From an optimization exercise on the open Yosys and OpenROAD flow, aimed at small area and a short achievable clock period; shortcuts taken in it are not production practice. In this exercise RTL edits were held to simulation tests only and were not proved equivalent to the original. Power and IR drop assume default switching activity.

==> inputs of trial 85 <==
## FIR
module FIR (
	input  wire        rst_n,
	input  wire        CLK,
	input  wire [15:0] sample_in,
	input  wire        En_FIR,
	output wire [31:0] sample_out
);
reg  [15:0] x0;
wire [15:0] d0;
reg  [15:0] x1;
wire [15:0] d1;
reg  [15:0] x2;
wire [15:0] d2;
reg  [15:0] x3;
wire [15:0] d3;
reg  [15:0] x4;
wire [15:0] d4;
reg  [15:0] x5;
wire [15:0] d5;
reg  [15:0] x6;
wire [15:0] d6;
reg  [15:0] x7;
wire [15:0] d7;
reg  [15:0] x8;
wire [15:0] d8;
reg  [15:0] x9;
wire [15:0] d9;
reg  [15:0] x10;
wire [15:0] d10;
reg  [15:0] x11;
wire [15:0] d11;
reg  [15:0] x12;
wire [15:0] d12;
reg  [15:0] x13;
wire [15:0] d13;
reg  [15:0] x14;
wire [15:0] d14;
reg  [15:0] x15;
wire [15:0] d15;
reg  [15:0] x16;
wire [15:0] d16;
reg  [15:0] x17;
wire [15:0] d17;
reg  [15:0] x18;
wire [15:0] d18;
reg  [15:0] x19;
wire [15:0] d19;
reg  [15:0] x20;
wire [15:0] d20;
reg  [15:0] x21;
wire [15:0] d21;
reg  [15:0] x22;
wire [15:0] d22;
reg  [15:0] x23;
wire [15:0] d23;
reg  [15:0] x24;
wire [15:0] d24;
reg  [15:0] x25;
wire [15:0] d25;
reg  [15:0] x26;
wire [15:0] d26;
reg  [15:0] x27;
wire [15:0] d27;
reg  [15:0] x28;
wire [15:0] d28;
reg  [15:0] x29;
wire [15:0] d29;
reg  [15:0] x30;
wire [15:0] d30;
reg  [15:0] x31;
wire [15:0] d31;
reg  [15:0] x32;
wire [15:0] d32;
reg  [15:0] x33;
wire [15:0] d33;
reg  [15:0] x34;
wire [15:0] d34;
reg  [15:0] x35;
wire [15:0] d35;
  ...
Settings: LEC_CHECK=0, CAP_MARGIN=20, CORE_MARGIN=2, CORE_UTILIZATION=55, PLACE_DENSITY=0.6, SLEW_MARGIN=20, SYNTH_HIERARCHICAL=1; clock period 24.0 ns.
standard.sh (not shown) runs the stock make flow with config.mk's settings and CLKGATE_MAP_FILE= SYNTH_SCRIPT=/design/flow/synth_recipe.tcl, a recipe that flattens the netlist after the stock synthesis.
==> flow/flow/run.sh <==
#!/bin/bash
# Own flow: the standard layout (standard.sh, unchanged synthesis), with
# timing repair aimed below the achieved period instead of the 24 ns clock,
# port buffers of a plain buffer cell, and a clock tree with larger sink
# clusters.  Each tool's output goes to its own log in this folder.
set -euo pipefail
export SETUP_SLACK_MARGIN=14.05
export BUFFER_PORTS_ARGS="-buffer_cell sky130_fd_sc_hd__buf_4"
export CTS_ARGS="-sink_clustering_enable -repair_clock_nets -buf_list sky130_fd_sc_hd__clkbuf_4 -sink_clustering_size 10 -sink_clustering_max_diameter 35 -dont_use_dummy_load"
bash standard.sh synth      > synth.log 2>&1
bash standard.sh floorplan  > floorplan.log 2>&1
bash standard.sh place      > place.log 2>&1
bash standard.sh cts        > cts.log 2>&1
bash standard.sh route      > route.log 2>&1
bash standard.sh finish     > finish.log 2>&1
==> inputs of trial 1, as changes to trial 85 <==
--- a/flow/flow/run.sh
+++ b/flow/flow/run.sh
@@ -6,7 +6,7 @@
 set -euo pipefail
 export SETUP_SLACK_MARGIN=14.05
 export BUFFER_PORTS_ARGS="-buffer_cell sky130_fd_sc_hd__buf_4"
-export CTS_ARGS="-sink_clustering_enable -repair_clock_nets -buf_list sky130_fd_sc_hd__clkbuf_4 -sink_clustering_size 10 -sink_clustering_max_diameter 35 -dont_use_dummy_load"
+export CTS_ARGS="-sink_clustering_enable -repair_clock_nets -buf_list {sky130_fd_sc_hd__clkbuf_4 sky130_fd_sc_hd__clkbuf_8} -sink_clustering_size 10 -sink_clustering_max_diameter 35 -dont_use_dummy_load"
 bash standard.sh synth      > synth.log 2>&1
 bash standard.sh floorplan  > floorplan.log 2>&1
 bash standard.sh place      > place.log 2>&1
--- a/flow/config.mk
+++ b/flow/config.mk
@@ -8,6 +8,6 @@
 export CAP_MARGIN = 20
 export CORE_MARGIN = 2
 export CORE_UTILIZATION = 55
-export PLACE_DENSITY = 0.6
+export PLACE_DENSITY = 0.7
 export SLEW_MARGIN = 20
 export SYNTH_HIERARCHICAL = 1
==> comparison table <==
Internal power summed over all cells: trial 1 3480 uW; trial 85 3153 uW
Fraction of power spent switching nets: trial 1 0.3334; trial 85 0.3453
Detailed router's first-iteration violation count: trial 1 4576; trial 85 4758
Non-clock buffer count: trial 1 112; trial 85 114
Result of the run: trial 1 finished clean; trial 85 finished clean
Max_slew headroom: trial 1 0.2448; trial 85 0.2279
Shortest clock period the worst path allows after layout: trial 1 10000 ps; trial 85 9997 ps
Global routing usage on met3: trial 1 0.09152; trial 85 0.09694
Ratio of routed vias to standard cells: trial 1 6.437; trial 85 6.429
Total area of multi-input combinational cells: trial 1 0.05009 mm^2; trial 85 0.05015 mm^2
Sum of internal, switching and leakage power: trial 1 5221 uW; trial 85 4816 uW
Total vias in the final route: trial 1 43610; trial 85 43650
Pin count of the biggest net entering global routing: trial 1 241; trial 85 243
Clock transition time at the flip-flop clock pins of the worst setup and hold paths: trial 1 70 ps; trial 85 90 ps
Final net count: trial 1 7052; trial 85 7056
CP max stage cell: trial 1 sky130_fd_sc_hd__and2_4; trial 85 sky130_fd_sc_hd__clkbuf_16
Minimum hold slack: trial 1 411.5 ps; trial 85 424.6 ps
R2R setup slack: trial 1 14110 ps; trial 85 14140 ps
Total sequential power: trial 1 1930 uW; trial 85 1920 uW
Relative contribution of combinational cells to total power: trial 1 0.375; trial 85 0.398
Worst-Margin Slew: trial 1 1133 ps; trial 85 1158 ps
CTS root buf: trial 1 sky130_fd_sc_hd__clkbuf_8; trial 85 sky130_fd_sc_hd__clkbuf_4
Routed length per placed instance: trial 1 38.82 um; trial 85 38.94 um
Static Leakage: trial 1 0.03616 uW; trial 85 0.03572 uW
NonClk Buf Share: trial 1 0.01434; trial 85 0.01520


==> run G: inputs <==
FIR, a different RTL version from the one above (not shown whole).
export LEC_CHECK = 0
export CAP_MARGIN = 20
export CORE_MARGIN = 2
export CORE_UTILIZATION = 40
export SLEW_MARGIN = 20
export SYNTH_HIERARCHICAL = 1
create_clock -name core_clock -period 24.0 [get_ports {CLK}]
==> flow/flow/run.sh <==
#!/bin/bash
# Own flow: the standard layout (standard.sh, unchanged synthesis), with
# timing repair aimed below the achieved period instead of the 24 ns clock,
# and port buffers of a plain buffer cell.  Each tool's output goes to its
# own log in this folder.
set -euo pipefail
export SETUP_SLACK_MARGIN=14.0
export BUFFER_PORTS_ARGS="-buffer_cell sky130_fd_sc_hd__buf_4"
bash standard.sh synth      > synth.log 2>&1
bash standard.sh floorplan  > floorplan.log 2>&1
bash standard.sh place      > place.log 2>&1
bash standard.sh cts        > cts.log 2>&1
bash standard.sh route      > route.log 2>&1
bash standard.sh finish     > finish.log 2>&1
==> run R (differences from run G) <==
--- a/flow/flow/run.sh
+++ b/flow/flow/run.sh
@@ -6,3 +6,3 @@
 set -euo pipefail
-export SETUP_SLACK_MARGIN=14.0
+export SETUP_SLACK_MARGIN=13.5
 export BUFFER_PORTS_ARGS="-buffer_cell sky130_fd_sc_hd__buf_4"
==> comparison table <==
| metric | run G | run R |
|---|---|---|
| Final Util | 44.4% | 44.3% |
| Run status | timing/DRC/antenna clean | timing/DRC/antenna clean |
| Largest clock skew in the final design | 0.0546 ns | 0.0546 ns |
| Relative contribution of sequential cells to total power | 39.4% | 39.7% |
| Clock-cell share of area | 4.40% | 4.42% |
| Worst slew margin | 12.7% | 11.4% |
| DR WL/cell | 38.9 µm | 38.8 µm |
| Setup repair after global routing missed its margin | true | false |
| Layout overhead on the synthesized area | 10.4% | 9.93% |
| All-layer global routing usage | 31.4% | 31.2% |
| 1st-iter DRT viols | 5551 | 5501 |
| Number of post-CTS setup repair buffers | 2 | 0 |
| Fill cell total of the finished layout | 18460 | 18504 |
| Share of final layout cell area taken by non-clock buffers | 1.25% | 0.927% |
| Max Clock Freq | 0.0998 GHz | 0.0965 GHz |
| Routing usage on met2 | 47.8% | 47.7% |
| Post-cts gate resize count | 70 | 0 |
| Detailed-route wire length | 326000 µm | 325000 µm |
| Largest driver fanout on the critical path | 6 | 50 |
| End point of the critical path | sample_out[27] | sample_out[2] |
| Summed area of non-filler cells in the final layout | 92000 µm² | 91700 µm² |


==> inputs of v1 <==
Another version of the RTL of FIR (not shown whole).
Design FIR, start of the top module:
module FIR (
	input  wire        rst_n,
	input  wire        CLK,
	input  wire [15:0] sample_in,
	input  wire        En_FIR,
	output wire [31:0] sample_out
);
==> flow/config.mk <==
export PLATFORM = sky130hd
export DESIGN_NAME = FIR
export DESIGN_NICKNAME = FIR
export VERILOG_FILES = /design/flow/design.v
export SDC_FILE = /design/flow/constraint.sdc
export NUM_CORES = 8
export LEC_CHECK = 0
export CAP_MARGIN = 20
export CORE_MARGIN = 2
export CORE_UTILIZATION = 55
export CTS_BUF_LIST = sky130_fd_sc_hd__clkbuf_4
export PLACE_DENSITY = 0.7
export SLEW_MARGIN = 20
export SYNTH_HIERARCHICAL = 1
==> flow/constraint.sdc <==
create_clock -name core_clock -period 24.0 [get_ports {CLK}]
set_input_delay 4.8000 -clock core_clock [delete_from_list [all_inputs] [get_ports {CLK}]]
set_output_delay 4.8000 -clock core_clock [all_outputs]
set_load 0.01 [all_outputs]
==> flow/flow/run.sh <==
#!/bin/bash
# Own flow: the standard layout (standard.sh, unchanged synthesis), with
# timing repair aimed below the achieved period instead of the 24 ns clock,
# and port buffers of a plain buffer cell.  Each tool's output goes to its
# own log in this folder.
set -euo pipefail
export SETUP_SLACK_MARGIN=14.4
export BUFFER_PORTS_ARGS="-buffer_cell sky130_fd_sc_hd__buf_4"
bash standard.sh synth      > synth.log 2>&1
bash standard.sh floorplan  > floorplan.log 2>&1
bash standard.sh place      > place.log 2>&1
bash standard.sh cts        > cts.log 2>&1
bash standard.sh route      > route.log 2>&1
bash standard.sh finish     > finish.log 2>&1
==> v18 (differences from v1) <==
--- a/flow/flow/run.sh
+++ b/flow/flow/run.sh
@@ -2,9 +2,10 @@
 # Own flow: the standard layout (standard.sh, unchanged synthesis), with
 # timing repair aimed below the achieved period instead of the 24 ns clock,
-# and port buffers of a plain buffer cell.  Each tool's output goes to its
-# own log in this folder.
+# port buffers of a plain buffer cell, and a clock tree with larger sink
+# clusters.  Each tool's output goes to its own log in this folder.
 set -euo pipefail
 export SETUP_SLACK_MARGIN=14.4
 export BUFFER_PORTS_ARGS="-buffer_cell sky130_fd_sc_hd__buf_4"
+export CTS_ARGS="-sink_clustering_enable -repair_clock_nets -buf_list sky130_fd_sc_hd__clkbuf_16 -sink_clustering_size 24 -sink_clustering_max_diameter 60 -dont_use_dummy_load"
 bash standard.sh synth      > synth.log 2>&1
 bash standard.sh floorplan  > floorplan.log 2>&1
--- a/flow/config.mk
+++ b/flow/config.mk
@@ -9,5 +9,4 @@
 export CORE_MARGIN = 2
 export CORE_UTILIZATION = 55
-export CTS_BUF_LIST = sky130_fd_sc_hd__clkbuf_4
 export PLACE_DENSITY = 0.7
 export SLEW_MARGIN = 20
==> notes <==
v1 produced a clean layout. v18 ran to the end with no violations. Combinational power is about the same in v18 and v1. Between v1 and v18, the lower via count is in v18 (gap about 3.4%, measured against v18). In die area, v18 and v1 do not differ. Between v1 and v18, the lower clock skew is in v1 (gap 0.013 ns). Against v18, the power of v1 is larger by about 8%. In synthesized cell count, v1 and v18 do not differ. Clock-buffer cell count: v1 is higher than v18 (342). Between v18 and v1, the lower utilization is in v18 (gap 1.1 points).
==> figures <==
	v1	v18
Wire length of the first global-routing pass	403000 microns	396000 microns
Top achievable clock speed	99.9 MHz	100 MHz
Met1 WL	101000 microns	102000 microns
Routed Wire Length	295000 microns	291000 microns
Overall Global Routing Usage	42.3%	41.7%
Number of filler instances in the final layout	11000	11000
Power share of the sequential group	34.1%	36.9%
Worst Slack Setup Final	13.99 ns	14.00 ns
Power in the clock group	0.00167 W	0.00125 W
Grt met2 use	65.1%	64.7%
Met1 global-route usage	48.6%	49.4%
Worst vdd rail ir drop	0.126 mV	0.124 mV
Result of the run	timing/DRC/antenna clean	timing/DRC/antenna clean
Critical Path AT	5.21 ns	5.20 ns
Pwr Density	66.7 nW/um^2	62.7 nW/um^2
Antenna diode count	9	7
Proportion of total power due to net switching	34.1%	34.0%

[re-timing with driven ports]
The flow's constraints put no driver on any port. The routed layouts listed below were extracted and timed again, unchanged, in two steps. Step 1 assumes that a clkbuf_16 drives the clock port and a buf_2 every other input. Step 2 also shifts input and output timing later by t, the mid clock arrival at the registers, as if the neighbouring blocks saw the same clock. a / b / c = ideal / step 1 / step 2; a / b = the first two.
run	shift t [ns]	setup slack, ns	hold WS [ns]	worst setup path after step 2	slew at the worst register clock pin (ns)
trial 85	1.200	14.003 / 13.562 / 13.272	0.425 / 0.425 / 0.425	input to register	0.11 / 0.11
trial 1	0.936	14.000 / 13.646 / 13.646	0.411 / 0.411 / 0.411	input to output	0.07 / 0.07
run G	0.881	13.980 / 13.624 / 13.195	0.468 / 0.468 / 0.468	input to register	0.08 / 0.08
run R	0.884	13.634 / 13.611 / 13.343	0.468 / 0.468 / 0.468	input to register	0.08 / 0.08
v1	1.370	13.992 / 13.570 / 13.533	0.408 / 0.408 / 0.408	input to register	0.08 / 0.08
v18	0.791	13.997 / 13.579 / 13.565	0.431 / 0.431 / 0.431	input to register	0.09 / 0.09
After both steps every run listed still meets setup and hold. The setup slack of run G, which loses most, moves by -0.356 ns with the drivers and by -0.785 ns with both steps.
